What follows belongs to an exercise in optimizing a design on an open flow for small area and a short achievable clock period; a production flow would make more cautious choices.
At most, simulation tests tie the RTL to the original design; equivalence was not proved.
Power figures rest on the tool's default switching activity, not on a simulated workload.

// fir_gen
module fir_gen (input clk, input reset, input Load_x,
    input signed [7:0] x_in, input signed [7:0] c_in, output signed [7:0] y_out);
reg [7:0] c0, c1, c2;
reg [3:0] xo, xt, xn;
reg [15:0] a2s;
reg [15:0] a2c;
reg [16:0] a1s;
reg [16:0] a1c;
reg [7:0] a0s;
reg [7:0] a0c;
reg [0:0] a0k;
wire [8:0] xe = {x_in, 1'b0};
wire [3:0] bo, bt, bn;
genvar gi;
generate for (gi = 0; gi < 4; gi = gi + 1) begin : rec
  assign bo[gi] = xe[2*gi+1] ^ xe[2*gi];
  assign bt[gi] = (xe[2*gi+2] & ~xe[2*gi+1] & ~xe[2*gi]) | (~xe[2*gi+2] & xe[2*gi+1] & xe[2*gi]);
  assign bn[gi] = xe[2*gi+2];
end endgenerate
wire p1;
wire p2;
wire p3;
wire p4;
wire p5;
wire p6;
wire p7;
wire p8;
wire p9;
wire p10;
wire p11;
wire p12;
wire p13;
wire p14;
wire p15;
wire p16;
wire p17;
wire p18;
wire p19;
wire p20;
wire p21;
wire p22;
wire p23;
wire p24;
wire p25;
wire p26;
wire p27;
wire p28;
wire p29;
wire p30;
wire p31;
wire p32;
wire p33;
wire p34;
wire p35;
wire p36;
wire s37;
wire c38;
wire s39;
wire c40;
wire s41;
wire c42;
wire s43;
wire c44;
wire s45;
wire c46;
wire s47;
wire c48;
wire s49;
wire c50;
wire s51;
wire c52;
wire s53;
wire c54;
wire s55;
wire c56;
wire s57;
wire c58;
wire s59;
wire c60;
wire s61;
wire c62;
wire s63;
wire c64;
wire s65;
wire c66;
wire s67;
wire c68;
wire s69;
wire c70;
wire s71;
wire c72;
wire s73;
wire c74;
wire s75;
wire c76;
wire s77;
wire c78;
wire p79;
wire p80;
wire p81;
wire p82;
wire p83;
wire p84;
wire p85;
wire p86;
wire p87;
wire p88;
wire p89;
wire p90;
wire p91;
wire p92;
wire p93;
wire p94;
wire p95;
wire p96;
wire p97;
wire p98;
wire p99;
wire p100;
wire p101;
wire p102;
wire p103;
wire p104;
wire p105;
wire p106;
wire p107;
wire p108;
wire p109;
wire p110;
wire p111;
wire p112;
wire p113;
wire p114;
wire s115;
wire c116;
wire s117;
wire c118;
wire s119;
wire c120;
wire s121;
wire c122;
wire s123;
wire c124;
wire s125;
wire c126;
wire s127;
wire c128;
wire s129;
wire c130;
wire s131;
wire c132;
wire s133;
wire c134;
wire s135;
wire c136;
wire s137;
wire c138;
wire s139;
wire c140;
wire s141;
wire c142;
wire s143;
wire c144;
wire s145;
wire c146;
wire s147;
wire c148;
wire s149;
wire c150;
wire s151;
wire c152;
wire s153;
wire c154;
wire s155;
wire c156;
wire s157;
  ...
For scale: about 640 cells after synthesis, ~110 flip-flops, ~27 I/O pins, roughly 0.0079 mm2 of cells after synthesis.
export LEC_CHECK = 0
export CAP_MARGIN = 20
export CORE_MARGIN = 2
export CORE_UTILIZATION = 40
export SETUP_SLACK_MARGIN = 2.5
export SLEW_MARGIN = 20
export SYNTH_HIERARCHICAL = 1
export SYNTH_MINIMUM_KEEP_SIZE = 0
create_clock -name core_clock -period 5.5 [get_ports {clk}]
run.sh (not shown) runs the stock make flow with config.mk's settings and CLKGATE_MAP_FILE= SYNTH_SCRIPT=/design/flow/synth_recipe.tcl, a recipe that flattens the netlist after the stock synthesis.
Change:
--- a/flow/config.mk
+++ b/flow/config.mk
@@ -11 +11 @@
-export SETUP_SLACK_MARGIN = 2.5
+export SETUP_SLACK_MARGIN = 3.0
=> Synthesized area does not change; power came out higher by a few percent; global-route usage came out higher by 0.80 points; clock skew came out higher by 6.8 ps; non-clock buffer count came out higher by 19; core utilization came out higher by 3.0 points; critical path depth came out higher by 2; setup slack got worse by 36 ps; register-to-register slack got worse by 40 ps; routed wire length came out higher by a few percent.
No functional check of the RTL was part of any run of this note.

========
Setup of exp/quartz:
fir_gen, a different RTL version from the one above (not shown whole).
Size: ~610 cells after synthesis, roughly 100 flip-flops, about 27 I/O pins, about 7400 um2 of cells after synthesis.
// fir_gen
module fir_gen (input clk, input reset, input Load_x,
    input signed [7:0] x_in, input signed [7:0] c_in, output signed [7:0] y_out);
clock: 5.5 ns
lec_check: 0
cap_margin: 20
core_margin: 2
core_utilization: 50
setup_slack_margin: 2.6
slew_margin: 20
synth_hierarchical: 1
synth_minimum_keep_size: 0
tns_end_percent: 30
standard.sh (not shown) runs the stock make flow with config.mk's settings and CLKGATE_MAP_FILE= SYNTH_SCRIPT=/design/flow/synth_recipe.tcl, a recipe that flattens the netlist after the stock synthesis.
==> flow/flow/run.sh <==
#!/bin/bash
# Own layout flow: the standard flow (standard.sh), with two changes after synthesis:
#  - the input and output port buffers are buf_1 cells (buffer_ports -buffer_cell)
#  - clock tree synthesis without dummy loads
# Each step's full output goes to its own log file in this folder.
set -euo pipefail
bash standard.sh synth > synth.log 2>&1
export BUFFER_PORTS_ARGS="-buffer_cell sky130_fd_sc_hd__buf_1"
export CTS_ARGS="-sink_clustering_enable -repair_clock_nets -dont_use_dummy_load"
bash standard.sh floorplan > floorplan.log 2>&1
bash standard.sh place > place.log 2>&1
bash standard.sh cts > cts.log 2>&1
bash standard.sh route > route.log 2>&1
bash standard.sh finish > finish.log 2>&1
test -f out/final.def
Input-level comparison between exp/onyx and exp/quartz:
Settings: setting PLACE_DENSITY to 0.8 for the first time; changing SETUP_SLACK_MARGIN from 2.6 to 2.5.
Results
- Looking only at area of all placed cells without fillers, and setting everything else aside, the lower value of exp/quartz and exp/onyx goes to exp/onyx.
- Maximum fanout along the worst path: exp/onyx vs exp/quartz up 15
- Compared with exp/quartz, in exp/onyx first-pass GRT wire length lower; number of clock sinks seen by CTS shows no meaningful change.
- exp/onyx: clock network fraction of total power higher than exp/quartz
- exp/onyx ended up with dfrtp_4 as its highest-delay cell along the critical path; exp/quartz ended up with or4_4.

========
## build 69
fir_gen, a different RTL version from the one above (not shown whole).
Size: ~620 cells after synthesis, roughly 110 flip-flops, roughly 27 I/O pins, roughly 7600 µm² of cells after synthesis.
clock: 5.5 ns
lec_check: 0
cap_margin: 20
core_margin: 2
core_utilization: 40
setup_slack_margin: 2.9
slew_margin: 20
synth_hierarchical: 1
synth_minimum_keep_size: 0
Scripts as last shown in full above: flow/flow/run.sh
--- input diff build 69..build 71 ---
- SETUP_SLACK_MARGIN: 2.9 -> 2.7
--- a/flow/flow/run.sh
+++ b/flow/flow/run.sh
@@ -4,2 +4,3 @@
 #  - clock tree synthesis without dummy loads
+#  - power recovery (downsizing of gates off the critical paths) after global routing
 # Each step's full output goes to its own log file in this folder.
@@ -8,2 +9,3 @@
 export BUFFER_PORTS_ARGS="-buffer_cell sky130_fd_sc_hd__buf_1"
+export RECOVER_POWER=100
 export CTS_ARGS="-sink_clustering_enable -repair_clock_nets -dont_use_dummy_load"
[summary]
Of build 71 and build 69, only build 69 finishes the flow clean. STATUS run=build 71 STAGES=ALL_DONE FINAL_CHECKS=FAILED CAUSE=max-capacitance violations, max-slew violations. Build 71: area overhead of the layout relative to synthesis lower than build 69. On power of the clock network, the lower figure sits with build 71, not build 69. Cmp build 71 and build 69 / met3 capacity usage during global routing / lower: build 71. Going from build 69 to build 71, first-pass GRT wire length now smaller, total wire length after detailed routing shrank by 3.9%, cell-internal power shows a reduction of 360 µW, sequential share of layout area shows an increase of 1.8 points.
diff inputs: build 71 => build 49
- SETUP_SLACK_MARGIN: 2.7 -> 2.5
--- a/flow/flow/run.sh
+++ b/flow/flow/run.sh
@@ -3,4 +3,3 @@
 #  - the input and output port buffers are buf_1 cells (buffer_ports -buffer_cell)
-#  - clock tree synthesis without dummy loads
-#  - power recovery (downsizing of gates off the critical paths) after global routing
+#  - clock tree synthesis without dummy loads, clkbuf_4/8 below the root buffer
 # Each step's full output goes to its own log file in this folder.
@@ -9,4 +8,3 @@
 export BUFFER_PORTS_ARGS="-buffer_cell sky130_fd_sc_hd__buf_1"
-export RECOVER_POWER=100
-export CTS_ARGS="-sink_clustering_enable -repair_clock_nets -dont_use_dummy_load"
+export CTS_ARGS="-sink_clustering_enable -repair_clock_nets -dont_use_dummy_load -root_buf sky130_fd_sc_hd__clkbuf_16 -buf_list {sky130_fd_sc_hd__clkbuf_4 sky130_fd_sc_hd__clkbuf_8}"
 bash standard.sh floorplan > floorplan.log 2>&1
## What came out
Per the final summary, build 49 finished and its layout is clean on timing, DRC and antenna. Build 71 → build 49: routed length per placed instance stayed essentially flat, count of maximum capacitance violations went down by 2, fraction of cell area in non-clock buffers -1.9 points, summed negative setup slack over all endpoints has remained practically unchanged, post-detailed-routing wire length now smaller. Taking build 49 as 1.0, build 71 lands at 1.5 on total met3 wirelength after detailed routing. For the max-slew violation total from the final report, build 49 came in 70 lower than build 71 did.
Input changes introduced in build 45 (baseline for comparison: build 49):
- SETUP_SLACK_MARGIN: 2.5 -> 2.4
--- a/flow/flow/run.sh
+++ b/flow/flow/run.sh
@@ -3,3 +3,3 @@
 #  - the input and output port buffers are buf_1 cells (buffer_ports -buffer_cell)
-#  - clock tree synthesis without dummy loads, clkbuf_4/8 below the root buffer
+#  - clock tree synthesis without dummy loads
 # Each step's full output goes to its own log file in this folder.
@@ -8,3 +8,3 @@
 export BUFFER_PORTS_ARGS="-buffer_cell sky130_fd_sc_hd__buf_1"
-export CTS_ARGS="-sink_clustering_enable -repair_clock_nets -dont_use_dummy_load -root_buf sky130_fd_sc_hd__clkbuf_16 -buf_list {sky130_fd_sc_hd__clkbuf_4 sky130_fd_sc_hd__clkbuf_8}"
+export CTS_ARGS="-sink_clustering_enable -repair_clock_nets -dont_use_dummy_load"
 bash standard.sh floorplan > floorplan.log 2>&1
[summary]
Fraction of cell area in non-clock buffers: build 45 vs build 49 down 0.56 points
Re internal cell power: build 45 is about 1.6% down on build 49.
Build 45 gives less non-clock buffer total of the final layout than build 49 did.
Routed wire length, build 45 and build 49, higher one = build 49.
Count of hold buffers inserted by post-cts repair: build 49 vs build 45 identical
Sort build 45 and build 49 by hold slack asc -> top: build 49
Global routing usage summed across all routing layers: build 45 vs build 49 — no meaningful difference
Build 45 ran to completion and came out clean on the timing, design-rule and antenna checks.
Delta (build 45 minus build 49): final hold violation count shows no meaningful change; internal reg-to-reg setup slack stayed essentially flat.

==> static timing again, ports no longer ideal <==
The flow's constraints put no driver on any port. The routed layouts listed below were extracted and timed again, unchanged, in two steps. Step 1 (the two cells are an assumption about what drives the block):
set clk [get_ports {clk}]
set_driving_cell -lib_cell sky130_fd_sc_hd__clkbuf_16 $clk
set_driving_cell -lib_cell sky130_fd_sc_hd__buf_2 [delete_from_list [all_inputs] $clk]
Step 2 times the ports against the registers' clock, not the clock port: input delays grow and output delays shrink by t, the midpoint of the rising clock arrivals with the driver on. a / b / c = no drivers / after step 1 / after step 2; a / b = the first two.
run	shift t [ns]	setup slack, ns	hold WS [ns]
the first run of note 1	0.400	2.264 / 2.226 / 2.269	0.487 / 0.487 / 0.487
the second run of note 1	0.397	2.227 / 2.220 / 2.227	0.489 / 0.489 / 0.489
exp/quartz	0.384	2.568 / 2.529 / 2.370	0.554 / 0.554 / 0.554
exp/onyx	0.382	2.544 / 2.505 / 2.177	0.560 / 0.560 / 0.560
build 69	0.389	2.559 / 2.515 / 2.613	0.516 / 0.516 / 0.516
build 71	0.388	1.665 / 1.665 / 1.553	0.492 / 0.492 / 0.492
build 49	0.390	2.553 / 2.536 / 2.448	0.483 / 0.483 / 0.483
build 45	0.401	2.472 / 2.426 / 2.423	0.492 / 0.492 / 0.492
The setup slack of exp/onyx, which loses most, moves by -0.039 ns with the drivers and by -0.367 ns with both steps.
